This design comes from an exercise in tuning for a short achievable clock period and few clock cycles on the open sky130 flow, not from production work.
Only simulation tests tie the RTL to the original design; equivalence was not proved.
Power and IR drop assume default switching activity.

Design MultipleCycleCPU, start of the top module:
module MultipleCycleCPU(
        input CLK,
        input RST,
        output [31:0] imem_addr,
        input  [31:0] imem_rdata,
        output [31:0] dmem_addr,
        output [31:0] dmem_wdata,
        output dmem_we,
        input  [31:0] dmem_rdata,
        output halted
    );
    localparam [5:0] OP_ADD = 6'b000000, OP_SUB = 6'b000001, OP_ADDIU = 6'b000010,
                     OP_AND = 6'b010000, OP_ANDI = 6'b010001, OP_ORI = 6'b010010,
                     OP_XORI = 6'b010011, OP_SLL = 6'b011000, OP_SLTI = 6'b100110,
                     OP_SLT = 6'b100111, OP_SW = 6'b110000, OP_LW = 6'b110001,
                     OP_BEQ = 6'b110100, OP_BNE = 6'b110101, OP_BLTZ = 6'b110110,
                     OP_J = 6'b111000, OP_JR = 6'b111001, OP_JAL = 6'b111010,
                     OP_HALT = 6'b111111;
    reg [31:0] fPC;        
    reg [31:0] eA;         
    reg [31:0] eT;         
    reg [31:0] eB;         
    reg [4:0]  eSa;        
    reg [31:0] ePc4;       
    reg [31:0] eTarget;    
    reg [4:0]  eDst;       
    reg        eWe;        
    reg eSelAdd, eSelSub, eSelAnd, eSelOr, eSelXor, eSelSlt, eSelSll, eSelPc4;
    reg eLw, eSw, eHalt;
    reg eBeq, eBne, eBltz, ePred, eJr;
    reg [31:0] ras;        
    reg [31:0] mAddr, mData, mResult;
    reg [4:0]  mDst;
    reg        mWe, mLw, mSw, mHalt;
    assign dmem_addr  = mAddr;
    assign dmem_wdata = mData;
    assign dmem_we    = mSw;
    assign halted     = mHalt;
    wire [31:0] mRes = mLw ? dmem_rdata : mResult;
    wire [31:0] sum  = eA + eB;
    wire [31:0] diff = eA - eB;
    wire ltuLow, equLow;
    CmpTree #(31) cmpSlt (.a(eA[30:0]), .b(eB[30:0]), .lt(ltuLow), .eq(equLow));
    wire        lt   = (eA[31] != eB[31]) ? eA[31] : ltuLow;
    wire [31:0] sll  = eT << eSa;
    wire [31:0] eResult =
          ({32{eSelAdd}}  & sum)
        | ({32{eSelSub}}  & diff)
        | ({32{eSelAnd}}  & (eA & eB))
        | ({32{eSelOr}}   & (eA | eB))
        | ({32{eSelXor}}  & (eA ^ eB))
        | ({32{eSelSlt}}  & {31'b0, lt})
  ...
For scale: ~5,300 cells after synthesis, roughly 1,300 flip-flops, about 160 I/O pins, about 72,000 um^2 of cells after synthesis.
clock: 12.5 ns
lec_check: 0
cap_margin: 20
core_margin: 2
core_utilization: 40
slew_margin: 20
setup_slack_margin: 8.5
buffer_ports_args: -buffer_cell sky130_fd_sc_hd__buf_4
standard.sh (not shown) runs the stock make flow with config.mk's settings and CLKGATE_MAP_FILE= SYNTH_SCRIPT=/design/flow/synth_recipe.tcl, a recipe that flattens the netlist after the stock synthesis.
==> flow/flow/run.sh <==
#!/bin/bash
set -o pipefail
MARGIN=${MARGIN:-8.5}
cp standard.sh standard_sh.log
cp config.mk config_mk_orig.log
sed -i '/SETUP_SLACK_MARGIN/d' config.mk
echo "export SETUP_SLACK_MARGIN = $MARGIN" >> config.mk
echo "export BUFFER_PORTS_ARGS = -buffer_cell sky130_fd_sc_hd__buf_4" >> config.mk
bash standard.sh > standard.log 2>&1
Testbench counts at the start, summed over its fixed seeds: cycles 154,628.
Then changed:
--- a/flow/flow/run.sh
+++ b/flow/flow/run.sh
@@ -2,3 +2,3 @@
 set -o pipefail
-MARGIN=${MARGIN:-8.5}
+MARGIN=${MARGIN:-9}
 cp standard.sh standard_sh.log
- CORE_UTILIZATION: 40 -> 60
- SETUP_SLACK_MARGIN: 8.5 -> 9
Result: First-iteration DRC count rises by 14%; design area rises by 4.7%; power rises by 3.2%; worst setup slack degrades by 270 ps; synthesized area does not change; sequential share of layout area falls by 2.0 points; count of clock-buffer cells in the layout falls by 4.
Then changed:
--- a/flow/flow/run.sh
+++ b/flow/flow/run.sh
@@ -8,2 +8,3 @@
 echo "export BUFFER_PORTS_ARGS = -buffer_cell sky130_fd_sc_hd__buf_4" >> config.mk
+echo "export ADDER_MAP_FILE =" >> config.mk
 bash standard.sh > standard.log 2>&1
Result: The changed run completed without violations. Non-clock buffer count went down by 14. Power is lower by 1.4%. Die area goes down by 1.2%. Area after synthesis drops by 1.3%. Maximum frequency went up by 5.0%. Utilization decreases by 0.56 points.

[what the ideal ports hide]
In the flow no input, the clock included, has a driving cell. The finished layouts below were timed again as built, in two steps.
Step 1 assumes that a clkbuf_16 drives the clock port and a buf_2 every other input.
Step 2 times the ports against the registers' clock, not the clock port: input delays grow and output delays shrink by t, the midpoint of the rising clock arrivals with the driver on.
Three values: ideal ports, drivers, drivers and shift; two values: the first two.
run | shift t [ns] | setup slack, ns | latest minus earliest clock arrival (ns) | worst slew at a driven data input, ns
the first run | 0.882 | 8.279 / 8.019 / 7.137 | 0.072 / 0.072 | 0.41
the second run | 0.869 | 8.010 / 7.667 / 6.799 | 0.052 / 0.053 | 0.48
the third run | 0.878 | 8.225 / 7.952 / 7.074 | 0.083 / 0.084 | 0.46
After both steps setup and hold are still met in every run listed. For the second run, which loses most, drivers alone change the setup slack by -0.343 ns; drivers and shift together by -1.211 ns.
